Source: an optimization exercise on an open RTL-to-GDS flow (aim: small area). Production flows keep margins and buffers that such runs may drop. RTL that was checked went through simulation tests only; none was proved equivalent to the original. Only the layout flow was run in runs 1 and 3; the RTL was not checked for function there. Power and IR drop assume default switching activity.

==> flow/design.v, too long to show whole: its modules and the start of the top module <==
// module reset_synch: 15 lines
// module UART_tx: 78 lines
// module UART_rcv: 89 lines
// module UART: 13 lines
// module UART_wrapper: 58 lines
// module cmd_proc: 107 lines
// module maze_solve: 81 lines
// module navigate: 118 lines
// module SPI_mnrch: 99 lines
// module inertial_integrator: 121 lines
// module inert_intf: 109 lines
// module IR_math: 9 lines
// module IR_corr: 22 lines
// module I_term: 24 lines
// module D_term: 30 lines
// module P_term: 8 lines
// module PID: 47 lines
// module DutyScaleROM: 76 lines
// module PWM12: 26 lines
// module PWM8: 6 lines
// module MtrDrv: 34 lines
// module spd_scale: 214 lines
// module A2D_intf: 62 lines
// module sensor_intf: 256 lines
// module piezo_drv: 166 lines
// module MazeRunner: 115 lines
// module rc_add: 15 lines
// module rc_inc: 12 lines
// module rc_ge: 12 lines
module MazeRunner(
  input clk, RST_n,						 
  output INRT_SS_n,INRT_SCLK,INRT_MOSI,	 
  input INRT_MISO,						 
  input INRT_INT,						 
  output A2D_SS_n,A2D_SCLK,A2D_MOSI,	 
  input A2D_MISO,						 
  output lftPWM1,lftPWM2,				 
  output rghtPWM1,rghtPWM2,				 
  input RX,								 
  input hall_n,							 
  output TX,							 
  output piezo,piezo_n,					 
  output IR_lft_en,						 
  output IR_cntr_en,					 
  output IR_rght_en,					 
  output [7:0] LED
);
  // ...
==> flow/run.sh <==
#!/bin/bash
# synth_recipe.tcl (not shown) runs the flow's synth.tcl, then flattens the netlist and writes it again
# the make line also repeats each setting of config.mk as NAME=value (left out here)
make -C /OpenROAD-flow-scripts/flow DESIGN_CONFIG=/design/flow/config.mk WORK_HOME=/design/flow/orfs CLKGATE_MAP_FILE= SYNTH_SCRIPT=/design/flow/synth_recipe.tcl finish
==> flow/config.mk <==
export PLATFORM = sky130hd
export DESIGN_NAME = MazeRunner
export DESIGN_NICKNAME = MazeRunner
export VERILOG_FILES = /design/flow/design.v
export SDC_FILE = /design/flow/constraint.sdc
export NUM_CORES = 4
export LEC_CHECK = 0
export ABC_AREA = 1
export CAP_MARGIN = 20
export CORE_MARGIN = 2
export CORE_UTILIZATION = 40
export PLACE_DENSITY = 0.6
export SLEW_MARGIN = 20
==> flow/constraint.sdc <==
create_clock -name core_clock -period 27.0 [get_ports {clk}]
set_input_delay 5.4000 -clock core_clock [delete_from_list [all_inputs] [get_ports {clk}]]
set_output_delay 5.4000 -clock core_clock [all_outputs]
set_load 0.01 [all_outputs]
==> impl_metrics.ini, run 1 <==
[outcome]
status = no timing/DRC/antenna violations

[placed_design]
place_congestion = 0.880
io_buffers = 23
preCtsSetupSlack_ns = 5.23
dp_hpwl_um = 63100

[power_and_ir_drop]
seqPwrFrac = 0.490
power_sequential_mw = 0.821
pwr-share-clk = 0.499

[clock_network]
cts_hold_buf = 0

[cells_and_area]
post-route-util = 0.442
buf_share = 0.00843
diodes = 0
final_nets = 4926
num-nonclk-buffers = 38
final_cell_mix = 875 x inv_1, 756 x nand2_1, 455 x nor2_1

[timing]
slew_violations = 0
rsz0062_at_grt = no
timing.final.crit_share = 0.799

[global_route]
met3_usage = 0.0244

[synthesis]
synth_compound_gate_area_share = 0.0777
ys_dominant_reg_cell = dfrtp_1
synth_top_area_share = 0.235
synth.distinct_cells = 75

[detailed_routing]
wl_per_cell_um = 14.7
drtAntennaViolNets = 0
dr.first_iter.drc_count = 1519
via_per_inst = 4.80

[worst_setup_path]
r2r-start = iCNTRL.err_sat[0]
reg2reg_slack_ns = 5.44
crit_required_ns = 27.58

[worst_hold_path]
min_to = iRST.rst_n
==> module sensor_intf, before the edit <==
module sensor_intf(clk,rst_n,IR_lft_en,IR_cntr_en,IR_rght_en,lft_IR,
                   rght_IR,IR_Dtrm,vbatt,lft_opn,rght_opn,strt_cal,
				   frwrd_opn,batt_low,A2D_SS_n,
				   A2D_SCLK,A2D_MOSI,A2D_MISO,tmr,IR_corr_n);
  parameter FAST_SIM = 1'b1;
  parameter NOM_IR = 12'h900;		 
  input clk,rst_n;					 
  input A2D_MISO;
  input strt_cal;					 
  output IR_lft_en;					 
  output IR_cntr_en;
  output IR_rght_en;
  output reg [11:0] lft_IR;				 
  output reg [11:0] rght_IR;			 
  output reg [8:0] IR_Dtrm;					 
  output [11:0] vbatt;					 
  output lft_opn,frwrd_opn,rght_opn;	 
  output batt_low;						 
  output A2D_SS_n;						 
  output A2D_MOSI, A2D_SCLK;			 
  input [10:0] tmr;						 
  output [11:0] IR_corr_n;				 
  typedef enum reg [2:0] {LFT_STTL,LFT_CPTR,CNTR_STTL,CNTR_CPTR,RGHT_STTL,
                          RGHT_CPTR,BATT_STTL,BATT_CPTR} state_t;
  typedef enum reg {IDLE,CAL} cal_state_t;
  state_t state,nxt_state;
  cal_state_t cal_state, nxt_cal_state;
  wire [11:0] res;
  wire cnv_cmplt;
  wire IR_duty;
  wire signed [8:0] lft_IR_Dtrm,rght_IR_Dtrm;
  wire signed [12:0] lft_IR_diff,rght_IR_diff;
  wire signed [9:0] IR_Dtrm_sum;
  wire sttl_ovr;				 
  wire [13:0] vbatt_accum;		 
  wire [11:0] IR_err;			 
  logic strt_cnv;
  logic capture_batt,capture_rght,capture_lft,capture_cntr;
  logic [2:0] chnnl;
  logic [1:0] IR_sel;
  logic clr_avg_accums;
  logic accum_lft,accum_rght;
  logic ld_offs;
  reg frwrd_opn_r;		 
  reg [11:0] lft_IR_prev1,rght_IR_prev1;	 
  reg [11:0] lft_IR_prev2,rght_IR_prev2;	 
  reg [11:0] lft_IR_prev3,rght_IR_prev3;	 
  reg [11:0] vbatt1,vbatt2,vbatt3,vbatt4;	 
  reg [14:0] lft_accum,rght_accum;			 
  wire [11:0] lft_off_reg,rght_off_reg;		 
  reg [3:0] smpl_cnt;
  wire [3:0] smpl_cnt_inc;
  rc_inc #(4) iSMPLINC(.a(smpl_cnt), .s(smpl_cnt_inc));
  localparam OPEN_THRES = 12'hD30;
  localparam OPEN_THRES_FRNT = 12'hDC0;
  localparam HUG = 12'h0E0;			 
  assign sttl_ovr = &tmr[10:0];
  always_ff @(posedge clk, negedge rst_n)
    if (!rst_n) begin
      vbatt1 <= 12'hC00;
	  vbatt2 <= 12'hC00;
	  vbatt3 <= 12'hC00;
	  vbatt4 <= 12'hC00;
    end else if (capture_batt) begin
      vbatt1 <= res;
	  vbatt2 <= vbatt1;
	  vbatt3 <= vbatt2;
	  vbatt4 <= vbatt3;
	end
  wire [12:0] vb12, vb34;
  rc_add #(13) iVB12(.a({1'b0,vbatt1}), .b({1'b0,vbatt2}), .ci(1'b0), .s(vb12), .co());
  rc_add #(13) iVB34(.a({1'b0,vbatt3}), .b({1'b0,vbatt4}), .ci(1'b0), .s(vb34), .co());
  rc_add #(14) iVBSUM(.a({1'b0,vb12}), .b({1'b0,vb34}), .ci(1'b0), .s(vbatt_accum), .co());
  assign vbatt = vbatt_accum[13:2];				 
  assign batt_low = (vbatt[11:4]<8'hD9)? 1'b1 : 1'b0;	 
  always_ff @(posedge clk, negedge rst_n)
    if (!rst_n)
      frwrd_opn_r <= 1'b0;
    else if (capture_cntr)
      frwrd_opn_r <= (res>OPEN_THRES_FRNT) ? 1'b1 : 1'b0;
  wire [11:0] IR_new;
  wire [11:0] off_sel;
  assign off_sel = (state==LFT_CPTR) ? lft_off_reg : rght_off_reg;
  rc_add #(12) iIRSUB(.a(res), .b(~off_sel), .ci(1'b1), .s(IR_new), .co());
  always_ff @(posedge clk)
    if (capture_rght) begin
      rght_IR <= IR_new;
	  rght_IR_prev1 <= rght_IR;
	  rght_IR_prev2 <= rght_IR_prev1;
	  rght_IR_prev3 <= rght_IR_prev2;
    end
  always_ff @(posedge clk)
    if (capture_lft) begin
      lft_IR <= IR_new;
	  lft_IR_prev1 <= lft_IR;
	  lft_IR_prev2 <= lft_IR_prev1;
	  lft_IR_prev3 <= lft_IR_prev2;
	end
  rc_add #(13) iLDIFF(.a({1'b0,lft_IR}), .b({1'b1,~lft_IR_prev3}), .ci(1'b1), .s(lft_IR_diff), .co());
  rc_add #(13) iRDIFF(.a({1'b0,rght_IR}), .b({1'b1,~rght_IR_prev3}), .ci(1'b1), .s(rght_IR_diff), .co());
  assign lft_IR_Dtrm = (lft_IR_diff[12] & ~&lft_IR_diff[11:8]) ? 9'h100 :
                       (~lft_IR_diff[12] & |lft_IR_diff[11:8]) ? 9'h0FF :
					   lft_IR_diff[8:0];
  assign rght_IR_Dtrm = (rght_IR_diff[12] & ~&rght_IR_diff[11:8]) ? 9'h100 :
                        (~rght_IR_diff[12] & |rght_IR_diff[11:8]) ? 9'h0FF :
						rght_IR_diff[8:0]; 
  rc_add #(10) iDSUM(.a({lft_IR_Dtrm[8],lft_IR_Dtrm}), .b(~{rght_IR_Dtrm[8],rght_IR_Dtrm}), .ci(1'b1), .s(IR_Dtrm_sum), .co());
  wire [8:0] IR_Dtrm_n;
  assign IR_Dtrm_n = ((lft_opn) && (rght_opn)) ? 9'h000 :		 
              (lft_opn) ? ~{rght_IR_Dtrm[8],rght_IR_Dtrm[8:1]} :				 
	      (rght_opn) ? {lft_IR_Dtrm[8],lft_IR_Dtrm[8:1]} :				 
	      IR_Dtrm_sum[9:1];
  always_ff @(posedge clk)
    IR_Dtrm <= IR_Dtrm_n;
  wire [11:0] lft_IR_n, rght_IR_n;
  assign lft_IR_n = capture_lft ? IR_new : lft_IR;
  assign rght_IR_n = capture_rght ? IR_new : rght_IR;
  IR_corr #(NOM_IR) iCORR(.lft_IR(lft_IR_n), .rght_IR(rght_IR_n), .IR_Dtrm(IR_Dtrm_n), .corr(IR_corr_n));
  always_ff @(posedge clk, negedge rst_n)
    if (!rst_n)
      state <= LFT_STTL;
    else
      state <= nxt_state;
  always_comb begin
    strt_cnv = 0;
    capture_batt = 0;
    capture_rght = 0;
    capture_lft = 0;
    capture_cntr = 0;
    chnnl = 3'b000;
    IR_sel = 2'b00;		 
    nxt_state = state;
    case (state)
      LFT_STTL : begin
	    IR_sel = 2'b01;				 
	    if (sttl_ovr) begin
	      chnnl = 3'b101;			 
	      strt_cnv = 1;
	      nxt_state = LFT_CPTR;
		end
	  end
	  LFT_CPTR : begin
	    IR_sel = 2'b01;				 
		if (cnv_cmplt) begin
		  capture_lft = 1;
		  nxt_state = CNTR_STTL;
		end
	  end
      CNTR_STTL : begin
	    IR_sel = 2'b10;				 
	    if (sttl_ovr) begin
	      chnnl = 3'b111;			 
	      strt_cnv = 1;
	      nxt_state = CNTR_CPTR;
		end
	  end	    
	  CNTR_CPTR : begin
	    IR_sel = 2'b10;				 
		if (cnv_cmplt) begin
		  capture_cntr = 1;
		  nxt_state = RGHT_STTL;
		end
	  end
      RGHT_STTL : begin
	    IR_sel = 2'b11;				 
	    if (sttl_ovr) begin
	      chnnl = 3'b010;			 
	      strt_cnv = 1;
	      nxt_state = RGHT_CPTR;
		end
	  end
	  RGHT_CPTR : begin
	    IR_sel = 2'b11;				 
		if (cnv_cmplt) begin
		  capture_rght = 1;
		  nxt_state = BATT_STTL;
		end
	  end
	  BATT_STTL : begin
	    if (sttl_ovr) begin
	      chnnl = 3'b000;			 
	      strt_cnv = 1;
	      nxt_state = BATT_CPTR;
		end
	  end
	  BATT_CPTR : begin
	    if (cnv_cmplt) begin
	      capture_batt = 1;
		  nxt_state = LFT_STTL;
	    end
	  end
    endcase
  end
  rc_add #(12) iIRERR(.a(res), .b(12'h000 - NOM_IR - HUG), .ci(1'b0), .s(IR_err), .co());
  wire [14:0] accum_new;
  rc_add #(15) iACC(.a((state==LFT_CPTR) ? lft_accum : rght_accum), .b({{3{IR_err[11]}},IR_err}), .ci(1'b0), .s(accum_new), .co());
  always_ff @(posedge clk, negedge rst_n)
    if (!rst_n)
	  lft_accum <= 15'h0000;
    else if (clr_avg_accums)
	  lft_accum <= 15'h0000;
	else if (accum_lft && !ld_offs)
	  lft_accum <= accum_new;
  always_ff @(posedge clk, negedge rst_n)
    if (!rst_n)
	  rght_accum <= 15'h0000;
    else if (clr_avg_accums)
	  rght_accum <= 15'h0000;
	else if (accum_rght && !ld_offs)
	  rght_accum <= accum_new;
  always_ff @(posedge clk)
    if (clr_avg_accums)
	  smpl_cnt <= 4'h0;
	else if (accum_rght)	 
	  smpl_cnt <= smpl_cnt_inc;
  assign lft_off_reg = (cal_state==CAL) ? 12'h000 : lft_accum[14:3];
  assign rght_off_reg = (cal_state==CAL) ? 12'h000 : rght_accum[14:3];
  always_ff @(posedge clk, negedge rst_n)
    if (!rst_n)
      cal_state <= IDLE;
    else
      cal_state <= nxt_cal_state;
  always_comb begin
    clr_avg_accums = 0;
    accum_lft = 0;
	accum_rght = 0;
	ld_offs = 0;
    nxt_cal_state = cal_state;
	case (cal_state)
	  IDLE : begin
	    if (strt_cal) begin
		  clr_avg_accums = 1;
		  nxt_cal_state = CAL;
		end
	  end
	  CAL : begin
	    accum_lft = capture_lft;
		accum_rght = capture_rght;
		if (smpl_cnt == 4'h8) begin
		  ld_offs = 1;
		  nxt_cal_state = IDLE;
		end
	  end
	endcase
  end
  assign lft_opn = (lft_IR>OPEN_THRES) ? 1'b1 : 1'b0;
  assign frwrd_opn = frwrd_opn_r;
  assign rght_opn = (rght_IR>OPEN_THRES) ? 1'b1 : 1'b0;
  A2D_intf iA2D(.clk(clk),.rst_n(rst_n),.strt_cnv(strt_cnv),.cnv_cmplt(cnv_cmplt),
                .chnnl(chnnl),.res(res),.SS_n(A2D_SS_n),.SCLK(A2D_SCLK),.MOSI(A2D_MOSI),
  			    .MISO(A2D_MISO));
  PWM8 iDRV(.clk(clk),.rst_n(rst_n),.cnt(tmr[7:0]),.PWM_sig(IR_duty));
  assign IR_lft_en = (IR_sel==2'b01) ? IR_duty : 1'b0;
  assign IR_cntr_en = (IR_sel==2'b10) ? IR_duty : 1'b0;
  assign IR_rght_en = (IR_sel==2'b11) ? IR_duty : 1'b0;
endmodule
==> run 2: changes to the inputs <==
--- a/flow/design.v
+++ b/flow/design.v
@@ -1477,3 +1477,2 @@
   wire signed [8:0] lft_IR_Dtrm,rght_IR_Dtrm;
-  wire signed [12:0] lft_IR_diff,rght_IR_diff;
   wire signed [9:0] IR_Dtrm_sum;
@@ -1492,4 +1491,3 @@
   reg [11:0] lft_IR_prev2,rght_IR_prev2;	 
-  reg [11:0] lft_IR_prev3,rght_IR_prev3;	 
-  reg [11:0] vbatt1,vbatt2,vbatt3,vbatt4;	 
+  reg [11:0] vbatt1,vbatt2,vbatt3;	 
   reg [14:0] lft_accum,rght_accum;			 
@@ -1508,3 +1506,3 @@
 	  vbatt3 <= 12'hC00;
-	  vbatt4 <= 12'hC00;
+	  vbatt_hi <= 8'hC0;		 
     end else if (capture_batt) begin
@@ -1513,9 +1511,10 @@
 	  vbatt3 <= vbatt2;
-	  vbatt4 <= vbatt3;
+	  vbatt_hi <= vbatt_accum[13:6];
 	end
   wire [12:0] vb12, vb34;
+  reg [7:0] vbatt_hi;
   rc_add #(13) iVB12(.a({1'b0,vbatt1}), .b({1'b0,vbatt2}), .ci(1'b0), .s(vb12), .co());
-  rc_add #(13) iVB34(.a({1'b0,vbatt3}), .b({1'b0,vbatt4}), .ci(1'b0), .s(vb34), .co());
+  rc_add #(13) iVB34(.a({1'b0,vbatt3}), .b({1'b0,res}), .ci(1'b0), .s(vb34), .co());
   rc_add #(14) iVBSUM(.a({1'b0,vb12}), .b({1'b0,vb34}), .ci(1'b0), .s(vbatt_accum), .co());
-  assign vbatt = vbatt_accum[13:2];				 
+  assign vbatt = {vbatt_hi,4'h0};				 
   assign batt_low = (vbatt[11:4]<8'hD9)? 1'b1 : 1'b0;	 
@@ -1535,3 +1534,3 @@
 	  rght_IR_prev2 <= rght_IR_prev1;
-	  rght_IR_prev3 <= rght_IR_prev2;
+	  rght_IR_D <= cap_IR_Dtrm;
     end
@@ -1542,12 +1541,13 @@
 	  lft_IR_prev2 <= lft_IR_prev1;
-	  lft_IR_prev3 <= lft_IR_prev2;
+	  lft_IR_D <= cap_IR_Dtrm;
 	end
-  rc_add #(13) iLDIFF(.a({1'b0,lft_IR}), .b({1'b1,~lft_IR_prev3}), .ci(1'b1), .s(lft_IR_diff), .co());
-  rc_add #(13) iRDIFF(.a({1'b0,rght_IR}), .b({1'b1,~rght_IR_prev3}), .ci(1'b1), .s(rght_IR_diff), .co());
-  assign lft_IR_Dtrm = (lft_IR_diff[12] & ~&lft_IR_diff[11:8]) ? 9'h100 :
-                       (~lft_IR_diff[12] & |lft_IR_diff[11:8]) ? 9'h0FF :
-					   lft_IR_diff[8:0];
-  assign rght_IR_Dtrm = (rght_IR_diff[12] & ~&rght_IR_diff[11:8]) ? 9'h100 :
-                        (~rght_IR_diff[12] & |rght_IR_diff[11:8]) ? 9'h0FF :
-						rght_IR_diff[8:0]; 
+  wire [12:0] cap_IR_diff;
+  wire [8:0] cap_IR_Dtrm;
+  reg [8:0] lft_IR_D, rght_IR_D;
+  rc_add #(13) iCDIFF(.a({1'b0,IR_new}), .b({1'b1,~((state==LFT_CPTR) ? lft_IR_prev2 : rght_IR_prev2)}), .ci(1'b1), .s(cap_IR_diff), .co());
+  assign cap_IR_Dtrm = (cap_IR_diff[12] & ~&cap_IR_diff[11:8]) ? 9'h100 :
+                       (~cap_IR_diff[12] & |cap_IR_diff[11:8]) ? 9'h0FF :
+					   cap_IR_diff[8:0];
+  assign lft_IR_Dtrm = lft_IR_D;
+  assign rght_IR_Dtrm = rght_IR_D;
   rc_add #(10) iDSUM(.a({lft_IR_Dtrm[8],lft_IR_Dtrm}), .b(~{rght_IR_Dtrm[8],rght_IR_Dtrm}), .ci(1'b1), .s(IR_Dtrm_sum), .co());
==> run 2 against run 1 <==
Area after synthesis decreased by 1.5%. Clock skew is 0.0046 ns higher. Largest power group is now combinational logic. Power up 54%. Final cell count down 0.70%. Sequential cell count is 10 lower. Fmax is 1.4% lower. Via count decreased by 1.1%. Utilization fell by 0.28 points. Non-clock buffer count did not move. Synthesized cell count is 0.90% lower. Combinational power rose to 51 times the previous value. Clock-buffer cell count up 5.
==> impl_metrics.ini, run 2 <==
[cells_and_area]
largest_reg_flops = 25
syn2layout_area_growth_pct = 9.40
final_nets = 4873
layout_commonest_cell = inv_1
top_regs = iNEMO.iINT.yaw_int: 25 flops, ICHRG.dur_hi: 20 flops, iNEMO.iINT.yaw_off: 17 flops
drive_gt1_frac = 0.0511
post-route-util = 0.439
final_cell_mix = 854 x inv_1, 789 x nand2_1, 442 x fa_1
diodes = 0
largest_register = iNEMO.iINT.yaw_int

[worst_setup_path]
startpoint_type = flip-flop
crit_fanout = 10
worst_path_most_repeated_cell = fa_1
critPathCaptureType = flip-flop
cp_data_arrival_time_ns = 22.45
path_class = reg2reg
crit_required_ns = 27.58
cp_slowest_cell = nor2_1
max_stage_delay_ns = 0.57

[synthesis]
synthTopCellsByArea = fa_1 23%, dfrtp_1 16%, edfxtp_1 12%
ys_warn_count = 19
yosys.area_share.adder = 0.309
synth.area.mux_share = 0.00487
netlist_instances = 4189
synth_edf_count = 149
synth_compound_gate_area_share = 0.0789
async_reset_ff_frac = 0.486
yosysSeqAreaShare = 0.345
ys_ff_latch = 516
yosysMostFrequentCell = inv_1
syn_area_per_cell_um2 = 9.07
synth-simple-area-share = 0.155
synth_top_area_share = 0.233
synth.distinct_cells = 77
synth.largest_area_cell = fa_1
synth-xor-area-share = 0.00692
synth_top_family_by_area = adder cells
ys_dominant_reg_cell = dfrtp_1
syn_area_um2 = 38000
yosys-top-cells-count = 854 x inv_1, 790 x nand2_1, 442 x fa_1

[global_route]
grt_overflow = 0
grt_max_degree = 146
antenna_found_initial = 0
grtUsageTotal = 0.178
grt_first_pass_wirelength_um = 141000
grt_pass1_vias = 27092

[floorplan]
coreArea_um2 = 94600
initial_core_util = 0.402
ios = 31
die-area_um2 = 97500
fp.dieH_um = 312
die_width_um = 312
num_rows = 113

[clock_network]
insertion_delay_ns = 0.66
root_buffer = clkbuf_16
cts_made_buffers = 60
clk_pin_slew_worst_paths_ns = 0.06
clockBufferDepth = 3
cts-resized-gates = 0
tritoncts = done
cts_sinks = 516
cts_hold_buf = 0
htreeDepth = 2
post_cts_buffers = 0

[power_and_ir_drop]
ir_worst_vdd_mv = 0.0752
powerDensity_nw_per_um2 = 62.0
leakagePower_nw = 20.1

[timing]
tightest_slew_ns = 1.05
fmaxAchievable_mhz = 45.7
timing.final.crit_share = 0.810
hold_viol = 0
slew_violations = 0
finalClockSkew_ns = 0.0461
fin_ws_ns = 5.14
fin_crit_ns = 21.86
hold_slack_ns = 0.299
rsz0062_at_grt = no
setup_viol = 0
relSlewSlack = 0.296
fin_setup_tns_ns = 0

[detailed_routing]
drcViolationCount = 0
via_per_inst = 4.78
wl_um = 83700
first_pass_iters = 6
dr.first_iter.drc_count = 1447
vias = 26327
wl_per_cell_um = 15.2
drtAntennaViolNets = 0

[worst_hold_path]
min_path_type = reg2reg

[placed_design]
io_buffers = 23
place_congestion = 0.880
preCtsSetupSlack_ns = 5.06
dp_hpwl_um = 63600

[job]
drv_cap = 0

[outcome]
status = no timing/DRC/antenna violations
-- run 2: power by group --
part / leakage [nW] / switching [mW] / internal [mW]
combinational: 13.6 / 0.558 / 0.358
sequential: 5.57 / 0.00411 / 0.811
clock: 0.992 / 0.345 / 0.503
total: 20.1 / 0.907 / 1.67
-- run 2: layout make-up --
cell class,instances,area (um2)
clock buffer,81,1630
clock inverter,33,419
fill,9194,53000
inverter,888,3330
multi-input combinational,2688,21100
sequential,516,13100
tap,1265,1580
timing repair buffer,38,355
-- run 2: logic make-up (layout without fill, tap and decap cells) --
group,after synthesis,in the layout
muxes,17,17
adders and majority gates,674,674
other,2,8
DFF,516,516
xor gates and xnor gates,30,30
buffers and inverters,991,1040
AOI/OAI and AO/OA,527,527
and+or+nand+nor,1432,1432
-- run 2: final timing paths --
| path | from | to | slack, ns | depth (start not counted) |
|---|---|---|---|---|
| max in group asynchronous | RST_n | iRST.ff1 | 8.52 | 1 |
| setup / recovery | iCNTRL.err_sat[0] | iMTR.rghtPWM.PWM1 | 5.14 | 85 |
| min in group asynchronous | iRST.rst_n | iNEMO.state[0] | 13.88 | 1 |
| hold reg to reg | iRST.ff1 | iRST.rst_n | 0.30 | 0 |
| setup reg to reg | iCNTRL.err_sat[0] | iMTR.rghtPWM.PWM1 | 5.14 | 85 |
| hold / removal | iRST.ff1 | iRST.rst_n | 0.30 | 0 |
-- run 2: metal layers --
| layer | part of all wire | track usage | up-vias |
|---|---|---|---|
| met5 | 0 | 0 | - |
| met4 | 0.021 | 0.0452 | 0 |
| met3 | 0.037 | 0.0212 | 113 |
| met2 | 0.48 | 0.301 | 471 |
| met1 | 0.46 | 0.243 | 12804 |
| li1 | - | - | 12939 |
-- run 2: stage by stage --
| step | std cells | power, mW | cell area [um2] |
|---|---|---|---|
| 2_1_floorplan | 4195 | 1.49 | 38000 |
| 3_3_place_gp | 5395 | 1.74 | 39500 |
| 3_5_place_dp | 5395 | 1.76 | 39500 |
| 4_1_cts | 5509 | 2.62 | 41600 |
| 5_1_grt | 5509 | 2.79 | 41600 |
| 6_report | 5509 | 2.58 | 41600 |
-- run 2: worst max-delay path, delay by kind of cell (launching register included) --
| kind | cells | cell delay [ns] |
|---|---|---|
| AND/OR/NAND/NOR | 18 | 1.87 |
| flip-flops | 1 | 0.42 |
| AO/OA/AOI/OAI | 9 | 1.72 |
| buffers and inverters | 16 | 1.55 |
| adder cells (fa/ha/maj) | 42 | 16.20 |
==> module navigate, before the edit <==
module navigate(clk,rst_n,strt_hdng,strt_mv,stp_lft,stp_rght,mv_cmplt,hdng_rdy,moving,
                en_fusion,at_hdng,lft_opn,rght_opn,frwrd_opn,frwrd_spd,en_fusion_n);
  parameter FAST_SIM = 1;		 
  input clk,rst_n;					 
  input strt_hdng;					 
  input strt_mv;					 
  input stp_lft;					 
  input stp_rght;					 
  input hdng_rdy;					 
  output logic mv_cmplt;			 
  output logic moving;				 
  output en_fusion;
  output en_fusion_n;				 
  input at_hdng;					 
  input lft_opn,rght_opn,frwrd_opn;	 
  output [10:0] frwrd_spd;		 
  logic lft_opn_rise , rght_opn_rise;
  logic q1,q2;  
  logic dec_frwrd, dec_frwrd_fast, inc_frwrd, init_frwrd;
  typedef enum logic [2:0] {IDLE ,HEADING, ACCELERATE, STOP, FASTSTOP} state_t;
  localparam MAX_FRWRD = 11'h2A0;		 
  localparam MIN_FRWRD = 11'h0D0;		 
  logic [6:0] fs;
  assign frwrd_spd = {1'b0,fs,3'b000};
  logic [6:0] fs_n;
  always_comb
	if (init_frwrd)
	  fs_n = 7'd26;										 
	else if (hdng_rdy && inc_frwrd && (fs<7'd84))		 
	  fs_n = fs + 7'd3;									 
	else if (hdng_rdy && (fs>7'd0) && (dec_frwrd | dec_frwrd_fast))
	  fs_n = ((dec_frwrd_fast) && (fs>7'd24)) ? fs - 7'd24 :
                    (dec_frwrd_fast) ? 7'd0 :
	                (fs>7'd6) ? fs - 7'd6 :
					7'd0;
	else
	  fs_n = fs;
  always_ff @(posedge clk, negedge rst_n)
    if (!rst_n)
	  fs <= 7'd0;
	else
	  fs <= fs_n;
  assign en_fusion_n = (fs_n > 7'd42);
 always_ff @(posedge clk) begin
  q1 <= lft_opn;
  q2 <= rght_opn;
  end
  assign lft_opn_rise = (!q1 & lft_opn);
  assign rght_opn_rise = (!q2 & rght_opn);
  assign en_fusion = (fs > 7'd42);		 
  state_t state, nxt_state;
  always_comb begin 
  mv_cmplt = 0;
  moving = 0;
  dec_frwrd = 0;
  dec_frwrd_fast = 0;
  inc_frwrd = 0;
  init_frwrd = 0;
  nxt_state = state;
  case(state) 
  IDLE:  begin
         if(strt_hdng) begin
         nxt_state = HEADING;
		 end
		 if(strt_mv) begin
		 init_frwrd = 1;
		 nxt_state = ACCELERATE;
		 end
		 end
  HEADING:  begin
            if(at_hdng) begin
            mv_cmplt = 1;
			nxt_state = IDLE;
			end 
			else begin
			moving = 1;
			end
			end
  ACCELERATE: begin
             inc_frwrd = 1;
             moving = 1;
             if(!frwrd_opn) begin
			 nxt_state = FASTSTOP;
			 end
			 else if((lft_opn_rise && stp_lft) || (rght_opn_rise && stp_rght)) begin 
			 nxt_state = STOP;
			 end
			 end
   STOP:   begin 
           if(fs == 7'd0)begin
			mv_cmplt = 1;
			nxt_state = IDLE;
			end
			else begin
			dec_frwrd = 1;
			moving = 1;
			end
			end
   FASTSTOP: begin 
            if(fs == 7'd0)begin
			mv_cmplt = 1;
			nxt_state = IDLE;
			end
			else begin
			dec_frwrd_fast = 1;
			moving = 1;
			end
			end
   default: nxt_state = FASTSTOP;  
   endcase
   end
   always_ff @(posedge clk,negedge rst_n) begin
   if(!rst_n)
   state <= IDLE;
   else
   state <= nxt_state;
   end
    endmodule
==> module inert_intf, before the edit <==
module inert_intf(clk,rst_n,strt_cal,cal_done,heading,rdy,IR_Dtrm,
                  SS_n,SCLK,MOSI,MISO,INT,moving,en_fusion,tmr,heading_n);
  parameter FAST_SIM = 0;	 
  input logic clk, rst_n;
  input logic MISO;							 
  input logic INT;							 
  input logic strt_cal;						 
  input logic moving;							 
  input logic en_fusion;						 
  input logic [8:0] IR_Dtrm;					 
  input logic [15:0] tmr;						 
  output logic cal_done;				 
  output logic [11:0] heading_n;		 
  output logic signed [11:0] heading;	 
  output logic rdy;					 
  output logic SS_n,SCLK,MOSI;		 
  logic done;
  logic [15:0] inert_data;		 
  logic signed [15:0] yaw_rt;
  logic C_Y_H, C_Y_L, wrt, vld;
  logic  [15:0] wt_data;
  logic [7:0] yawL;
  logic [7:0] yawH;
  logic ff1_INT, ff2_INT;
  always_ff @(posedge clk) begin
    if(C_Y_L)
      yawL <= inert_data[7:0];
  end
  always_ff @(posedge clk) begin
    if(C_Y_H)
      yawH <= inert_data[7:0];
  end
  always_ff @(posedge clk) begin
		ff1_INT <= INT;
		ff2_INT <= ff1_INT;
  end
	assign yaw_rt = {yawH,yawL};
  typedef enum logic [2:0] {INIT1, INIT2,INIT3, WAIT,READH, READL, DONE} state_t; 
  state_t state, nxt_state;
  SPI_mnrch iSPI(.clk(clk),.rst_n(rst_n),.SS_n(SS_n),.SCLK(SCLK),
                 .MISO(MISO),.MOSI(MOSI),.wrt(wrt),.done(done),
				 .rd_data(inert_data),.wt_data(wt_data));
  inertial_integrator #(FAST_SIM) iINT(.clk(clk), .rst_n(rst_n), .strt_cal(strt_cal),
                        .vld(vld),.rdy(rdy),.cal_done(cal_done), .yaw_rt(yaw_rt),.moving(moving),
						.en_fusion(en_fusion),.IR_Dtrm(IR_Dtrm),.heading(heading),.heading_n(heading_n));
  always_comb begin
  nxt_state = state;
  C_Y_H = 0;
  C_Y_L = 0;
  wrt = 0;
  vld = 0;
  wt_data = 16'h0000;
  case (state)
  INIT1: begin
          wt_data = 16'h0D02;
          if(&tmr) begin
            wrt = 1;
            nxt_state = INIT2;
          end
         end
  INIT2: begin
          wt_data = 16'h1160;
          if(done) begin 
						wrt = 1;
						nxt_state = INIT3;
          end
         end
  INIT3: begin
          wt_data = 16'h1440;
          if(done) begin 
						wrt = 1;
						nxt_state = WAIT;
          end
				 end
  WAIT:  begin
          if(ff2_INT) begin
            wt_data = 16'hA700;
            wrt = 1;
            nxt_state = READH;
          end
				 end
  READH: begin
          if(done) begin
						C_Y_H = 1;
						wt_data = 16'hA600;
						wrt = 1;
						nxt_state = READL;
          end
         end
	READL: begin
          if(done) begin
						C_Y_L = 1;
						nxt_state = DONE;
          end
         end
	DONE:  begin
          vld = 1;
          nxt_state = WAIT;
         end 
	default: nxt_state = INIT1;
  endcase
  end
  always_ff @(posedge clk, negedge rst_n) begin
	if(!rst_n)
		state <= INIT1;
	else
		state <= nxt_state;
  end
endmodule
==> module A2D_intf, before the edit <==
module A2D_intf(clk,rst_n,strt_cnv,cnv_cmplt,chnnl,res,SS_n,SCLK,MOSI,MISO);
  input clk,rst_n;			 
  input strt_cnv;			 
  input [2:0] chnnl;		 
  input MISO;				 
  output [11:0] res;		 
  output logic cnv_cmplt;	 
  output SS_n;				 
  output SCLK,MOSI;			 
  typedef enum reg[1:0] {IDLE,CMD,WAIT,RSP} state_t;
  state_t state, nxt_state;
  reg [7:0] wait_cnt;
  wire [15:0] rspns;		 
  wire [15:0] cmd;
  wire done;
  logic wrt,clr_cnt;
  assign cmd = {2'b00,chnnl,11'h000};		 
  always_ff @(posedge clk, negedge rst_n)
    if (!rst_n)
	  state <= IDLE;
	else
	  state <= nxt_state;
  always_ff @(posedge clk)
    if (clr_cnt)
	  wait_cnt <= 8'h00;
	else
	  wait_cnt <= wait_cnt + 1;
  always_comb begin
	wrt = 0;
	cnv_cmplt = 1'b0;
	clr_cnt = 0;
	nxt_state = IDLE;
	case (state)
	  IDLE:
	    if (strt_cnv) begin
		  nxt_state = CMD;
		  wrt = 1;
		end
	  CMD: begin
	    if (done) begin
		  clr_cnt = 1;
		  nxt_state = WAIT;
		end else
		  nxt_state = CMD;
	  end
	  WAIT: begin			 
		wrt = 1;
		nxt_state = RSP;
	  end
	  RSP: begin
	    if (done) begin
		  cnv_cmplt = 1;
		  nxt_state = IDLE;
		end else
		  nxt_state = RSP;
	  end
	endcase
  end
  SPI_mnrch iSPI(.clk(clk),.rst_n(rst_n),.SS_n(SS_n),.SCLK(SCLK),.MISO(MISO),.MOSI(MOSI),.wrt(wrt),
                  .done(done),.rd_data(rspns),.wt_data(cmd));
  assign res = rspns[11:0];		 
endmodule
==> run 3: changes to the inputs <==
--- a/flow/design.v
+++ b/flow/design.v
@@ -466,2 +466,5 @@
   logic [6:0] fs_n;
+  logic [7:0] fs_k, fs_sum;
+  assign fs_k = inc_frwrd ? 8'd3 : dec_frwrd_fast ? 8'hE8 : 8'hFA;
+  rc_add #(8) iFS(.a({1'b0,fs}), .b(fs_k), .ci(1'b0), .s(fs_sum), .co());
   always_comb
@@ -470,8 +473,5 @@
 	else if (hdng_rdy && inc_frwrd && (fs<7'd84))		 
-	  fs_n = fs + 7'd3;									 
+	  fs_n = fs_sum[6:0];								 
 	else if (hdng_rdy && (fs>7'd0) && (dec_frwrd | dec_frwrd_fast))
-	  fs_n = ((dec_frwrd_fast) && (fs>7'd24)) ? fs - 7'd24 :
-                    (dec_frwrd_fast) ? 7'd0 :
-	                (fs>7'd6) ? fs - 7'd6 :
-					7'd0;
+	  fs_n = (!fs_sum[7] && |fs_sum[6:0]) ? fs_sum[6:0] : 7'd0;
 	else
@@ -658,2 +658,221 @@
 endmodule
+module SPI_a2d(rst_n, clk,wrt, MISO, wt_data, MOSI, SCLK, SS_n, done, rd_data);
+input logic wrt, MISO , clk , rst_n;
+input [15:0] wt_data;
+output logic MOSI, SCLK, SS_n, done;
+output logic [15:0] rd_data;
+typedef enum logic [1:0] {IDLE, FRONTPORCH ,TRANSACTION, BACKPORCH} state_t;
+state_t state, nxt_state;
+logic ld_SCLK;
+logic [4:0] SCLK_div;
+logic smpl, shft_imm, shft, init , set_done;
+logic [3:0]bit_cnt;
+logic MISO_smpl;
+logic [11:0]shft_reg;
+logic [2:0]chnl;
+logic done15;
+logic [4:0] SCLK_div_inc;
+logic [3:0] bit_cnt_inc;
+rc_inc #(5) iDIVINC(.a(SCLK_div), .s(SCLK_div_inc));
+rc_inc #(4) iBITINC(.a(bit_cnt), .s(bit_cnt_inc));
+always_ff @(posedge clk) begin
+	SCLK_div <= (ld_SCLK)?5'b10111:SCLK_div_inc;
+end 
+assign rd_data = {4'h0,shft_reg};
+assign SCLK = SCLK_div[4];
+assign smpl = (SCLK_div === 5'b01111)?1'b1:1'b0;
+assign shft_imm = (SCLK_div === 5'b11111)?1'b1:1'b0;
+assign done15 = (bit_cnt === 4'b1111);
+always_ff @(posedge clk) begin
+	if(init)
+		bit_cnt <= 4'b0000;
+	else if(shft) 
+		bit_cnt <= bit_cnt_inc;
+end
+always_ff @(posedge clk) begin
+	MISO_smpl <= (smpl)?MISO:MISO_smpl;
+end
+always_ff @(posedge clk) begin
+	if (shft)
+		shft_reg <= {shft_reg[10:0],MISO_smpl};
+end
+always_ff @(posedge clk) begin
+	if (init)
+		chnl <= wt_data[13:11];
+end
+assign MOSI = (bit_cnt == 4'd2) ? chnl[2] :
+              (bit_cnt == 4'd3) ? chnl[1] :
+              (bit_cnt == 4'd4) ? chnl[0] : 1'b0;
+always_comb begin
+init = 0;
+ld_SCLK = 0;
+set_done = 0;
+shft = 0;
+nxt_state = state;
+case(state)
+IDLE:				begin
+              ld_SCLK = 1;
+              if(wrt) begin
+              init = 1;
+              nxt_state = FRONTPORCH;
+              end
+            end
+FRONTPORCH:	begin
+              if(shft_imm)
+              nxt_state = TRANSACTION;
+            end
+TRANSACTION: begin
+              if(done15) begin
+              nxt_state = BACKPORCH;
+             end
+             else if(shft_imm) begin
+              shft = 1;
+              end
+             end
+BACKPORCH:   begin
+              if(shft_imm) begin
+              ld_SCLK = 1;
+              shft = 1;
+              set_done = 1;
+              nxt_state = IDLE;
+              end
+            end
+endcase
+end
+always_ff @(posedge clk , negedge rst_n) begin
+	if(!rst_n)
+		state <= IDLE;
+	else 
+		state <= nxt_state;
+end
+always_ff @(posedge clk , negedge rst_n) begin
+	if(!rst_n)
+		SS_n <= 1;
+	else if(init)
+		SS_n <= 0;
+	else if(set_done)
+		SS_n <= 1;
+end
+always_ff @(posedge clk, negedge rst_n) begin
+	if(!rst_n)
+		done <= 0;
+	else if(init)
+		done <= 0;
+	else if(set_done)
+		done <= 1;
+end
+endmodule
+module SPI_inrt(rst_n, clk,wrt, MISO, wt_data, MOSI, SCLK, SS_n, done, rd_data);
+input logic wrt, MISO , clk , rst_n;
+input [15:0] wt_data;
+output logic MOSI, SCLK, SS_n, done;
+output logic [15:0] rd_data;
+typedef enum logic [1:0] {IDLE, FRONTPORCH ,TRANSACTION, BACKPORCH} state_t;
+state_t state, nxt_state;
+logic ld_SCLK;
+logic [4:0] SCLK_div;
+logic smpl, shft_imm, shft, init , set_done;
+logic [3:0]bit_cnt;
+logic MISO_smpl;
+logic [7:0]shft_reg;
+logic [2:0]cid;
+logic [15:0]wt_cmd;
+logic done15;
+logic [4:0] SCLK_div_inc;
+logic [3:0] bit_cnt_inc;
+rc_inc #(5) iDIVINC(.a(SCLK_div), .s(SCLK_div_inc));
+rc_inc #(4) iBITINC(.a(bit_cnt), .s(bit_cnt_inc));
+always_ff @(posedge clk) begin
+	SCLK_div <= (ld_SCLK)?5'b10111:SCLK_div_inc;
+end 
+assign rd_data = {8'h00,shft_reg};
+assign SCLK = SCLK_div[4];
+assign smpl = (SCLK_div === 5'b01111)?1'b1:1'b0;
+assign shft_imm = (SCLK_div === 5'b11111)?1'b1:1'b0;
+assign done15 = (bit_cnt === 4'b1111);
+always_ff @(posedge clk) begin
+	if(init)
+		bit_cnt <= 4'b0000;
+	else if(shft) 
+		bit_cnt <= bit_cnt_inc;
+end
+always_ff @(posedge clk) begin
+	MISO_smpl <= (smpl)?MISO:MISO_smpl;
+end
+always_ff @(posedge clk) begin
+	if (shft)
+		shft_reg <= {shft_reg[6:0],MISO_smpl};
+end
+always_ff @(posedge clk) begin
+	if (init)
+		cid <= {wt_data[15],wt_data[10],wt_data[8]};
+end
+always_comb
+	case (cid)
+		3'b011: wt_cmd = 16'h0D02;
+		3'b001: wt_cmd = 16'h1160;
+		3'b010: wt_cmd = 16'h1440;
+		3'b111: wt_cmd = 16'hA700;
+		default: wt_cmd = 16'hA600;
+	endcase
+assign MOSI = wt_cmd[~bit_cnt];
+always_comb begin
+init = 0;
+ld_SCLK = 0;
+set_done = 0;
+shft = 0;
+nxt_state = state;
+case(state)
+IDLE:				begin
+              ld_SCLK = 1;
+              if(wrt) begin
+              init = 1;
+              nxt_state = FRONTPORCH;
+              end
+            end
+FRONTPORCH:	begin
+              if(shft_imm)
+              nxt_state = TRANSACTION;
+            end
+TRANSACTION: begin
+              if(done15) begin
+              nxt_state = BACKPORCH;
+             end
+             else if(shft_imm) begin
+              shft = 1;
+              end
+             end
+BACKPORCH:   begin
+              if(shft_imm) begin
+              ld_SCLK = 1;
+              shft = 1;
+              set_done = 1;
+              nxt_state = IDLE;
+              end
+            end
+endcase
+end
+always_ff @(posedge clk , negedge rst_n) begin
+	if(!rst_n)
+		state <= IDLE;
+	else 
+		state <= nxt_state;
+end
+always_ff @(posedge clk , negedge rst_n) begin
+	if(!rst_n)
+		SS_n <= 1;
+	else if(init)
+		SS_n <= 0;
+	else if(set_done)
+		SS_n <= 1;
+end
+always_ff @(posedge clk, negedge rst_n) begin
+	if(!rst_n)
+		done <= 0;
+	else if(init)
+		done <= 0;
+	else if(set_done)
+		done <= 1;
+end
+endmodule
 module inertial_integrator(clk,rst_n,strt_cal,cal_done,vld,rdy,yaw_rt,
@@ -818,3 +1037,3 @@
   state_t state, nxt_state;
-  SPI_mnrch iSPI(.clk(clk),.rst_n(rst_n),.SS_n(SS_n),.SCLK(SCLK),
+  SPI_inrt iSPI(.clk(clk),.rst_n(rst_n),.SS_n(SS_n),.SCLK(SCLK),
                  .MISO(MISO),.MOSI(MOSI),.wrt(wrt),.done(done),
@@ -1442,3 +1661,3 @@
   end
-  SPI_mnrch iSPI(.clk(clk),.rst_n(rst_n),.SS_n(SS_n),.SCLK(SCLK),.MISO(MISO),.MOSI(MOSI),.wrt(wrt),
+  SPI_a2d iSPI(.clk(clk),.rst_n(rst_n),.SS_n(SS_n),.SCLK(SCLK),.MISO(MISO),.MOSI(MOSI),.wrt(wrt),
                   .done(done),.rd_data(rspns),.wt_data(cmd));
--- a/flow/config.mk
+++ b/flow/config.mk
@@ -10,4 +10,6 @@
 export CORE_MARGIN = 2
-export CORE_UTILIZATION = 40
-export PLACE_DENSITY = 0.6
+export CORE_UTILIZATION = 55
+export CTS_CLUSTER_DIAMETER = 120
+export CTS_CLUSTER_SIZE = 25
+export PLACE_DENSITY = 0.7
 export SLEW_MARGIN = 20
==> run 3 against run 2 <==
Area after synthesis is 1.5% lower. Die area is 28% lower. Final cell count is 10% lower. First-iteration DRC count is 36% higher. Utilization is 14 points higher. Synthesized cell count is 3.0% lower. Worst hold slack worse by 0.0034 ns. Wire length is 8.7% lower. Critical path depth is 1 lower. Non-clock buffer count is 2 higher. Critical path type unchanged. Largest power group is now registers.
==> impl_metrics.ini, run 3 <==
[clock_network]
clockBufferDepth = 3
cts-resized-gates = 0
cts_hold_buf = 0
cts_sinks = 509
clk_pin_slew_worst_paths_ns = 0.10
insertion_delay_ns = 0.58
cts_made_buffers = 24
htreeDepth = 1
tritoncts = done
root_buffer = clkbuf_16
post_cts_buffers = 0

[worst_setup_path]
startpoint_type = flip-flop
r2r-start = iCNTRL.err_sat[0]
reg2reg_slack_ns = 5.04
critPathCaptureType = flip-flop
r2r-end = iMTR.rghtPWM.PWM1
max_stage_delay_ns = 0.55
worstSetupStartpoint = iCNTRL.err_sat[0]
cp_data_arrival_time_ns = 22.47
worst_path_most_repeated_cell = fa_1
reg2regPathDepth = 84
crit_fanout = 9
path_class = reg2reg
crit_required_ns = 27.51
cp_slowest_cell = fa_1

[global_route]
grt_max_degree = 140
met3_usage = 0.0221
grtUsageMet2 = 0.384
grt_pass1_vias = 25902
grt_util_met1 = 0.318
grt.busiest_layer = met2
grt_overflow = 0
antenna_found_initial = 1
grt_first_pass_wirelength_um = 130000
grtUsageTotal = 0.226

[synthesis]
synth.largest_area_cell = fa_1
syn_area_per_cell_um2 = 9.21
synth.distinct_cells = 75
netlist_instances = 4065
yosys-top-cells-count = 854 x inv_1, 719 x nand2_1, 447 x fa_1
ys_warn_count = 20
synth_top_area_share = 0.239
yosysMostFrequentCell = inv_1
synthTopCellsByArea = fa_1 24%, dfrtp_1 16%, edfxtp_1 12%
yosysSeqAreaShare = 0.348
syn_area_um2 = 37400
ys_dominant_reg_cell = dfrtp_1
ys_ff_latch = 509
synth_edf_count = 155
async_reset_ff_frac = 0.493

[timing]
hold_viol = 0
tightest_slew_ns = 1.06
finalClockSkew_ns = 0.0288
slew_violations = 0
fmaxAchievable_mhz = 45.5
fin_setup_tns_ns = 0
relSlewSlack = 0.292
fin_crit_ns = 21.96
rsz0062_at_grt = no
timing.final.crit_share = 0.813
hold_slack_ns = 0.296
setup_viol = 0

[worst_hold_path]
worstHoldStart = iRST.ff1
min_path_type = reg2reg
min_to = iRST.rst_n
whs_path_depth = 0

[outcome]
status = no timing/DRC/antenna violations

[floorplan]
ios = 31
initial_core_util = 0.556
fp.dieH_um = 265
die_width_um = 265
coreArea_um2 = 67300
num_rows = 95
die-area_um2 = 70200

[cells_and_area]
fillCellCount = 5859
syn2layout_area_growth_pct = 4.84
diodes = 0
largest_register = iNEMO.iINT.yaw_int
final_nets = 4726
drive_gt1_frac = 0.0327
top_regs = iNEMO.iINT.yaw_int: 25 flops, ICHRG.dur_hi: 20 flops, iNEMO.iINT.yaw_off: 17 flops
layout_commonest_cell = inv_1
final_cell_mix = 854 x inv_1, 718 x nand2_1, 447 x fa_1
final_cells = 4938
largest_reg_flops = 25

[placed_design]
dp.cells = 4894
place_congestion = 0.935
io_buffers = 23
dp_hpwl_um = 59400

[detailed_routing]
first_pass_iters = 6
wl_per_cell_um = 15.5
dr.first_iter.drc_count = 1964
drcViolationCount = 0
wl_um = 76400
drtAntennaViolNets = 0
via_per_inst = 5.17
vias = 25547

[job]
drv_cap = 0

[power_and_ir_drop]
powerDensity_nw_per_um2 = 31.5
leakagePower_nw = 18.8
ir_worst_vdd_mv = 0.0399
p_total_mw = 1.23
==> run 3: power breakdown <==
| group | switching (mW) | total (mW) | internal [mW] |
|---|---|---|---|
| Combinational | 0.0137 | 0.0184 | 0.00464 |
| Sequential | 0.00175 | 0.796 | 0.794 |
| Clock | 0.244 | 0.421 | 0.177 |
==> run 3: how the worst max path moves through the flow <==
stage,endpoint,slack (ns),cells after the start
floorplan,ICHRG.state[0],5.92,0
global route,iMTR.rghtPWM.PWM1,3.59,84
finish,iMTR.rghtPWM.PWM1,5.04,84
CTS,iMTR.rghtPWM.PWM1,5.04,84
global placement,iMTR.rghtPWM.PWM1,5.42,84
detailed placement,iMTR.rghtPWM.PWM1,5.07,84
==> run 3: final cells by class <==
type	count	area [um2]	share of cell area
Tap cell	873	1090	0.0278
Inverter	880	3300	0.0842
Timing Repair Buffer	40	370	0.00944
Clock inverter	1	16.3	0.000415
Multi-Input combinational cell	2592	20800	0.529
Sequential cell	509	13000	0.332
Clock buffer	43	693	0.0177
==> run 3: metrics by stage <==
step | utilization | worst slack, ns | cell area, um2
floorplan | - | 5.92 | 37500
global placement | 0.573 | 5.42 | 38500
detailed placement | 0.573 | 5.07 | 38500
CTS | 0.583 | 5.04 | 39200
global route | 0.583 | 3.59 | 39200
finish | 0.583 | 5.04 | 39200
==> run 3: metal layers <==
layer	vias up	part of all wire
met4	0	0.022
met5	-	0
li1	12485	-
met2	490	0.48
met1	12478	0.46
met3	94	0.043
==> run 3: logic make-up (layout without fill, tap and decap cells) <==
family,count (synthesis),after routing,synth area share
simple gates,1349,1349,0.148
buf+inv,970,964,0.0989
fa+ha+maj,672,672,0.314
compound gates,522,522,0.0806
flops,509,509,0.348
xor+xnor,22,22,0.00515
mux,19,19,0.00562
other cells,2,8,0.000201
==> run 3: worst max-delay path, delay by kind of cell, from the launching register on <==
kind / cells / cell delay, ns
flops: 1 / 0.44
simple gates: 17 / 1.75
compound gates: 9 / 1.84
buf+inv: 16 / 1.53
fa+ha+maj: 42 / 16.33
==> module inertial_integrator, before the edit <==
module inertial_integrator(clk,rst_n,strt_cal,cal_done,vld,rdy,yaw_rt,
                           IR_Dtrm,heading,moving,en_fusion,heading_n);
  parameter FAST_SIM = 1;		 
  input clk, rst_n;
  input strt_cal;						 
  input vld;							 
  input signed [15:0] yaw_rt;			 
  input [8:0] IR_Dtrm;					 
  input moving;							 
  input en_fusion;						 
  output logic cal_done;				 
  output reg rdy;
  output signed [11:0] heading;
  output [11:0] heading_n;				 
  reg comp_smpl;						 
  reg vld_ff1,vld_ff2;				 
  logic clr_integrator;
  logic clr_smpl_cntr;
  logic en_smpl_cntr;
  logic compensate_offset;
  typedef enum reg[1:0] {IDLE,CALIBRATING,RUNNING} state_t;
  state_t state,nstate;
  reg signed [26:1] yaw_int;						 
  reg signed [18:1] yaw_off;						 
  reg [3:0] smpl_cntr;								 
  wire enough_smpls;
  wire [3:0] smpl_cntr_inc;
  rc_inc #(4) iSMPLINC(.a(smpl_cntr), .s(smpl_cntr_inc));
  wire signed [18:0] yaw_comp;
  wire signed [18:0] yaw_fusion;
  always_ff @(posedge clk, negedge rst_n)
    if (!rst_n)
	   state <= IDLE;
	 else
	   state <= nstate;
  always_comb begin
	 cal_done = 0;
	 clr_integrator = 0;
	 clr_smpl_cntr = 0;
	 en_smpl_cntr = 0;
	 compensate_offset = 0;
	 nstate = IDLE;
	 case (state)
	   IDLE : begin
		  if (strt_cal) begin
		    clr_integrator = 1;
			clr_smpl_cntr = 1;
		    nstate = CALIBRATING;
		  end else
		    nstate = IDLE;
		end
		CALIBRATING : begin
		  en_smpl_cntr = vld_ff1;
		  if (enough_smpls) begin
		    cal_done = 1;
			clr_integrator = 1;
			nstate = RUNNING;
		  end else
			nstate = CALIBRATING;
		end
		default : begin		 
		  compensate_offset = 1;
		  if (strt_cal) begin
			 clr_smpl_cntr = 1;
			 clr_integrator = 1;
			 nstate = CALIBRATING;
		  end else
		    nstate = RUNNING;
		end
	 endcase
  end
  always_ff @(posedge clk)
    if (vld)
      comp_smpl <= compensate_offset;
  wire [18:1] yaw_diff;
  rc_add #(18) iCOMP(.a({yaw_rt,2'b00}), .b(~yaw_off), .ci(1'b1), .s(yaw_diff), .co());
  assign yaw_comp = (comp_smpl) ? {yaw_diff,1'b0} : {{3{yaw_rt[15]}},yaw_rt};
  always @(posedge clk, negedge rst_n)
    if (!rst_n)
	  smpl_cntr <= 0;
	else if (clr_smpl_cntr)
	  smpl_cntr <= 0;
	else if (en_smpl_cntr)
	  smpl_cntr <= smpl_cntr_inc;
  assign enough_smpls = (smpl_cntr==4'h8) ? 1'b1 : 1'b0;
  always_ff @(posedge clk, negedge rst_n)
    if (!rst_n) begin
	  vld_ff1 <= 1'b0;
	  vld_ff2 <= 1'b0;
	  rdy <= 1'b0;
	end else begin
      vld_ff1 <= vld;
      vld_ff2 <= vld_ff1;
	  rdy <= vld_ff2;
	end
  wire [15:3] fus_raw;
  rc_add #(13) iFUS(.a({{4{IR_Dtrm[8]}},IR_Dtrm}), .b(~{IR_Dtrm,4'h0}), .ci(1'b1), .s(fus_raw), .co());
  assign yaw_fusion = (en_fusion) ? {{3{fus_raw[15]}},fus_raw,3'b000} : 19'h00000;
  wire [20:0] yaw_inc;
  rc_add #(18) iINC(.a({yaw_comp[18],yaw_comp[18:2]}), .b({{2{yaw_fusion[18]}},yaw_fusion[18:3]}), .ci(1'b0), .s(yaw_inc[20:3]), .co());
  assign yaw_inc[2:0] = {yaw_comp[1:0],1'b0};
  wire [26:1] yaw_int_nxt;
  rc_add #(26) iINT(.a(yaw_int), .b({{5{yaw_inc[20]}},yaw_inc}), .ci(1'b0), .s(yaw_int_nxt), .co());
  always @(posedge clk, negedge rst_n)
    if (!rst_n) begin
	  yaw_int <= 0;
	end else begin
	  yaw_int <= yaw_int_n;
	end
  wire [26:1] yaw_int_n;
  assign yaw_int_n = (clr_integrator) ? 26'h0 :
                     ((vld_ff2) && ((!compensate_offset) || (moving))) ? yaw_int_nxt : yaw_int;
  assign heading_n = yaw_int_n[26:15];
  always @(posedge clk, negedge rst_n)
    if (!rst_n) begin
	  yaw_off <= 18'h00000;
	end else if (cal_done) begin
	  yaw_off <= yaw_int[18:1];		 
	end
	assign heading = yaw_int[26:15];
endmodule
==> module I_term, before the edit <==
module I_term(err_sat,moverflowing,hdng_vld,clk,rst_n,I_term);
	input signed [9:0]err_sat;
	input moverflowing,hdng_vld , clk, rst_n;
	output signed [11:0]I_term;
	logic signed [15:0]integrator;
	logic signed [15:0]nxt_integrator;
	logic signed [15:0]err_ext;
	logic signed [15:0]sum;
	logic overflow;
	logic update;
	assign err_ext = {{6{err_sat[9]}},err_sat[9:0]};
	rc_add #(16) iISUM(.a(integrator), .b(err_ext), .ci(1'b0), .s(sum), .co());
	assign overflow = (integrator[15] === err_ext[15] && err_ext[15] !== sum[15] )?1'b1:1'b0;
	assign update = (~overflow && hdng_vld)?1'b1:1'b0;
	assign nxt_integrator = (~moverflowing)?16'h0000:
													(update)?sum:integrator;
	assign I_term = integrator[15:4];
	always_ff @(posedge clk, negedge rst_n) begin
	 if (!rst_n)
		integrator <= 16'h0000;
	 else
		integrator <= nxt_integrator;
	end
endmodule
==> run 4: changes to the inputs <==
--- a/flow/design.v
+++ b/flow/design.v
@@ -954,6 +954,4 @@
   assign yaw_comp = (comp_smpl) ? {yaw_diff,1'b0} : {{3{yaw_rt[15]}},yaw_rt};
-  always @(posedge clk, negedge rst_n)
-    if (!rst_n)
-	  smpl_cntr <= 0;
-	else if (clr_smpl_cntr)
+  always @(posedge clk)
+    if (clr_smpl_cntr)
 	  smpl_cntr <= 0;
@@ -990,6 +988,4 @@
   assign heading_n = yaw_int_n[26:15];
-  always @(posedge clk, negedge rst_n)
-    if (!rst_n) begin
-	  yaw_off <= 18'h00000;
-	end else if (cal_done) begin
+  always @(posedge clk)
+    if (cal_done) begin
 	  yaw_off <= yaw_int[18:1];		 
@@ -1155,6 +1151,3 @@
 	assign I_term = integrator[15:4];
-	always_ff @(posedge clk, negedge rst_n) begin
-	 if (!rst_n)
-		integrator <= 16'h0000;
-	 else
+	always_ff @(posedge clk) begin
 		integrator <= nxt_integrator;
==> run 4 against run 3 <==
Via count down 0.43%. Wire length up 1.3%. Sequential power about the same. Critical endpoint unchanged. Largest cell class unchanged. Worst setup slack better by 0.26 ns. Final area down 0.86%. Final cell count down 1.4%.
==> impl_metrics.ini, run 4 <==
[outcome]
status = no timing/DRC/antenna violations

[worst_setup_path]
crit_required_ns = 27.53
cp_data_arrival_time_ns = 22.24
path_class = reg2reg
worst_path_most_repeated_cell = fa_1
critPathCaptureType = flip-flop
max_stage_delay_ns = 0.55
cp_slowest_cell = fa_1
crit_fanout = 10
startpoint_type = flip-flop

[synthesis]
yosys-top-cells-count = 833 x inv_1, 730 x nand2_1, 447 x fa_1
yosysSeqAreaShare = 0.351
synth_edf_count = 172
synth.largest_area_cell = fa_1
synth_top_area_share = 0.242
syn_area_um2 = 37000
yosysMostFrequentCell = inv_1
async_reset_ff_frac = 0.420
netlist_instances = 3993
ys_dominant_reg_cell = dfrtp_1
ys_ff_latch = 509
synthTopCellsByArea = fa_1 24%, edfxtp_1 14%, dfrtp_1 14%
synth.distinct_cells = 73
ys_warn_count = 20
syn_area_per_cell_um2 = 9.28

[timing]
rsz0062_at_grt = no
fin_crit_ns = 21.70
hold_viol = 0
fmaxAchievable_mhz = 46.1
hold_slack_ns = 0.302
setup_viol = 0
relSlewSlack = 0.368
fin_ws_ns = 5.30
tightest_slew_ns = 0.945
slew_violations = 0
finalClockSkew_ns = 0.0418
timing.final.crit_share = 0.804
fin_setup_tns_ns = 0

[global_route]
grtUsageMet2 = 0.372
grt_pass1_vias = 25405
grt.busiest_layer = met2
grtUsageTotal = 0.230
grt_max_degree = 144
grt_overflow = 0
grt_util_met1 = 0.325
met3_usage = 0.0383
antenna_found_initial = 0
grt_first_pass_wirelength_um = 129000

[floorplan]
ios = 31
die-area_um2 = 69400
coreArea_um2 = 66900
die_width_um = 264
num_rows = 95
initial_core_util = 0.553
fp.dieH_um = 264

[cells_and_area]
diodes = 0
largest_register = iNEMO.iINT.yaw_int
fillCellCount = 5987
top_regs = iNEMO.iINT.yaw_int: 25 flops, ICHRG.dur_hi: 20 flops, iNEMO.iINT.yaw_off: 17 flops
final_cell_mix = 833 x inv_1, 729 x nand2_1, 447 x fa_1
syn2layout_area_growth_pct = 5.04
layout_commonest_cell = inv_1
drive_gt1_frac = 0.0320
largest_reg_flops = 25
final_nets = 4653

[clock_network]
cts_sinks = 509
clockBufferDepth = 3
post_cts_buffers = 0
insertion_delay_ns = 0.62
tritoncts = done
clk_pin_slew_worst_paths_ns = 0.10
cts_made_buffers = 25
cts-resized-gates = 0
root_buffer = clkbuf_16
cts_hold_buf = 0
htreeDepth = 1

[worst_hold_path]
min_path_type = reg2reg

[detailed_routing]
vias = 25437
wl_per_cell_um = 15.9
drcViolationCount = 0
via_per_inst = 5.22
wl_um = 77400
first_pass_iters = 7
dr.first_iter.drc_count = 1847
drtAntennaViolNets = 0

[job]
drv_cap = 0

[placed_design]
io_buffers = 23
preCtsSetupSlack_ns = 5.34
dp_hpwl_um = 60000
place_congestion = 0.965

[power_and_ir_drop]
leakagePower_nw = 18.8
ir_worst_vdd_mv = 0.0432
powerDensity_nw_per_um2 = 32.2
[run 4: cell count changes after synthesis, moves of 11 or more]
cell and change:
nand2_1 +11, nor2_1 -25, inv_1 -21, o22ai_1 +15, a22o_1 +12, dfrtp_1 -37, edfxtp_1 +17, dfxtp_1 +20
o21ai_0 -51, or2_2 +11
[run 4: worst max-delay path: cells and delay by family (launching register included)]
kind | cells | cell delay (ns)
AOI/OAI and AO/OA | 9 | 1.89
adders and majority gates | 42 | 16.17
and+or+nand+nor | 17 | 1.65
buffers and inverters | 16 | 1.42
DFF | 1 | 0.44
[run 4: metrics by stage]
stage	area, um2	utilization	total power [mW]	std cells
global route	38900	0.581	1.30	4870
finish	38900	0.581	1.25	4870
CTS	38900	0.581	1.27	4868
detailed placement	38100	0.570	0.831	4822
global placement	38100	0.570	0.830	4822
floorplan	37100	-	0.825	3999
[run 4: power breakdown]
part / internal, mW / switching [mW]
clock: 0.182 / 0.260
sequential: 0.796 / 0.00168
combinational: 0.00383 / 0.0118
[run 4: area by class of cell]
cell class                      instances  area, um2  share of cell area
Clock inverter                          4       67.6             0.00174
Inverter                              855       3210              0.0826
Timing Repair Buffer                   42        383             0.00984
Clock buffer                           42        689              0.0177
Tap cell                              873       1090              0.0281
Sequential cell                       509      13000               0.334
Multi-Input combinational cell       2545      20500               0.526
[run 4: final timing paths]
kind,slack [ns],cells after the start,end,start
min in group asynchronous,13.96,1,iIR.iA2D.iSPI.state[1],iRST.rst_n
min,0.30,0,iRST.rst_n,iRST.ff1
min reg2reg,0.30,0,iRST.rst_n,iRST.ff1
max in group asynchronous,8.50,1,iRST.rst_n,RST_n
max reg2reg,5.30,84,iMTR.rghtPWM.PWM1,iCNTRL.err_sat[0]
max,5.30,84,iMTR.rghtPWM.PWM1,iCNTRL.err_sat[0]
[run 4: cell families after synthesis]
group | count (synthesis) | share of synthesized area
mux | 15 | 0.00436
flops | 509 | 0.351
fa+ha+maj | 668 | 0.316
simple gates | 1328 | 0.146
other cells | 2 | 0.000203
xor+xnor | 25 | 0.00591
compound gates | 501 | 0.0789
buf+inv | 945 | 0.0977
[run 4: per-layer routing]
layer / share of wire / up-vias
li1: - / 12319
met2: 0.46 / 610
met5: 0 / -
met4: 0.023 / 0
met3: 0.064 / 96
met1: 0.45 / 12412
==> run 5: changes to the inputs <==
--- a/flow/config.mk
+++ b/flow/config.mk
@@ -10,6 +10,6 @@
 export CORE_MARGIN = 2
-export CORE_UTILIZATION = 55
+export CORE_UTILIZATION = 65
 export CTS_CLUSTER_DIAMETER = 120
 export CTS_CLUSTER_SIZE = 25
-export PLACE_DENSITY = 0.7
+export PLACE_DENSITY = 0.8
 export SLEW_MARGIN = 20
==> run 5 against run 4 <==
Sequential share of layout area is 0.13 points higher. Combinational power hardly changed. Critical path depth stayed put. Clock-buffer cell count stayed put. Wire length is 0.43% higher. Sequential cell count stayed put. Critical path type unchanged. Largest cell class unchanged.
==> impl_metrics.ini, run 5 <==
[timing]
rsz0062_at_grt = no
tightest_slew_ns = 0.930
fin_setup_tns_ns = 0
setup_viol = 0
slew_violations = 0
fin_crit_ns = 22.07
timing.final.crit_share = 0.817
relSlewSlack = 0.380
fmaxAchievable_mhz = 45.3
finalClockSkew_ns = 0.0266
hold_viol = 0

[clock_network]
htreeDepth = 1
cts_hold_buf = 0
tritoncts = done
post_cts_buffers = 0
cts_made_buffers = 25
cts-resized-gates = 0
root_buffer = clkbuf_16
clk_pin_slew_worst_paths_ns = 0.10
clockBufferDepth = 3
cts_sinks = 509
insertion_delay_ns = 0.61

[worst_setup_path]
path_class = reg2reg
crit_fanout = 10
worst_path_most_repeated_cell = fa_1
cp_slowest_cell = fa_1
startpoint_type = flip-flop
max_stage_delay_ns = 0.56
critPathCaptureType = flip-flop
reg2reg_slack_ns = 4.93
r2r-end = iMTR.rghtPWM.PWM1
cp_data_arrival_time_ns = 22.61
r2r-start = iCNTRL.err_sat[0]
crit_required_ns = 27.54
reg2regPathDepth = 84

[synthesis]
yosysMostFrequentCell = inv_1
ys_dominant_reg_cell = dfrtp_1
synth.distinct_cells = 73
syn_area_per_cell_um2 = 9.28
synthTopCellsByArea = fa_1 24%, edfxtp_1 14%, dfrtp_1 14%
yosysSeqAreaShare = 0.351
ys_warn_count = 20
synth.largest_area_cell = fa_1
ys_ff_latch = 509
synth_top_area_share = 0.242
async_reset_ff_frac = 0.420
yosys-top-cells-count = 833 x inv_1, 730 x nand2_1, 447 x fa_1
netlist_instances = 3993
synth_edf_count = 172
syn_area_um2 = 37000

[cells_and_area]
largest_reg_flops = 25
drive_gt1_frac = 0.0318
final_nets = 4651
top_regs = iNEMO.iINT.yaw_int: 25 flops, ICHRG.dur_hi: 20 flops, iNEMO.iINT.yaw_off: 17 flops
fillCellCount = 4392
syn2layout_area_growth_pct = 4.63
largest_register = iNEMO.iINT.yaw_int
final_cell_mix = 833 x inv_1, 729 x nand2_1, 447 x fa_1
layout_commonest_cell = inv_1
diodes = 0

[worst_hold_path]
worstHoldStart = iRST.ff1
whs_path_depth = 0
min_path_type = reg2reg
min_to = iRST.rst_n

[detailed_routing]
drcViolationCount = 0
drtAntennaViolNets = 0
wl_per_cell_um = 16.4
via_per_inst = 5.45
dr.first_iter.drc_count = 2244
wl_um = 77700
vias = 25888
first_pass_iters = 6

[power_and_ir_drop]
powerDensity_nw_per_um2 = 32.4
leakagePower_nw = 18.8
p_total_mw = 1.25
ir_worst_vdd_mv = 0.0528

[placed_design]
io_buffers = 23
dp_hpwl_um = 60300
place_congestion = 0.986

[floorplan]
die-area_um2 = 58900
coreArea_um2 = 56400
fp.dieH_um = 243
ios = 31
die_width_um = 243
initial_core_util = 0.657
num_rows = 87

[global_route]
grtUsageTotal = 0.274
grt_first_pass_wirelength_um = 131000
grt_max_degree = 83
grt_pass1_vias = 26184
grt_overflow = 0
antenna_found_initial = 0

[job]
drv_cap = 0

[outcome]
status = no timing/DRC/antenna violations
[run 5: worst max-delay path by stage]
| stage | slack (ns) | endpoint | startpoint | cells after the start |
|---|---|---|---|---|
| floorplan | 6.57 | iMTR.rghtPWM.PWM1 | iCNTRL.err_sat[0] | 84 |
| detailed placement | 5.15 | iMTR.rghtPWM.PWM2 | iCNTRL.err_sat[0] | 91 |
| finish | 4.93 | iMTR.rghtPWM.PWM1 | iCNTRL.err_sat[0] | 84 |
| global placement | 5.60 | iMTR.rghtPWM.PWM2 | iCNTRL.err_sat[0] | 91 |
| global route | 3.53 | iMTR.rghtPWM.PWM2 | iCNTRL.err_sat[0] | 91 |
| CTS | 4.98 | iMTR.rghtPWM.PWM1 | iCNTRL.err_sat[0] | 84 |
[run 5: logic make-up (layout without fill, tap and decap cells)]
group | count (synthesis) | in the layout | synth area share
XOR/XNOR | 25 | 25 | 0.00591
other | 2 | 8 | 0.000203
buffers and inverters | 945 | 941 | 0.0977
AND/OR/NAND/NOR | 1328 | 1328 | 0.146
adder cells (fa/ha/maj) | 668 | 668 | 0.316
multiplexers | 15 | 15 | 0.00436
AO/OA/AOI/OAI | 501 | 501 | 0.0789
flip-flops | 509 | 509 | 0.351
[run 5: area by class of cell]
| cell class | count | area, um2 | share of cell area |
|---|---|---|---|
| repair buffers | 40 | 368 | 0.00949 |
| clock inverters | 4 | 72.6 | 0.00187 |
| inverters | 855 | 3210 | 0.0829 |
| well taps | 756 | 946 | 0.0244 |
| clock buffers | 42 | 689 | 0.0178 |
| multi-input cells | 2545 | 20500 | 0.528 |
| flip-flops and latches | 509 | 13000 | 0.335 |
[run 5: stage by stage]
step	std cells	setup slack, ns	hold WS [ns]	cell area [um2]	util
final	4751	4.93	0.306	38800	0.687
after global routing	4751	3.53	0.313	38800	0.687
after CTS	4749	4.98	0.307	38700	0.687
after detailed placement	4703	5.15	0.306	38000	0.673
after global placement	4703	5.60	0.302	38000	0.673
after floorplan	3999	6.57	0.292	37100	-
[run 5: metal layers]
layer  GRT usage  routed length (um)  vias up
li1            -                   -    12310
met1       0.383               33300    12666
met2       0.450               36800      767
met3      0.0410                5000      145
met4      0.0814                2580        0
met5           0                   0        -
[run 5: worst max-delay path, delay by kind of cell, from the launching register on]
family | cells | cell delay, ns
compound gates | 9 | 1.90
fa+ha+maj | 42 | 16.48
buf+inv | 16 | 1.56
flops | 1 | 0.44
simple gates | 17 | 1.60
[run 5: power breakdown]
group	internal, mW	switching [mW]
combinational	0.00406	0.0117
clock	0.182	0.259
sequential	0.796	0.00168
total	0.982	0.272
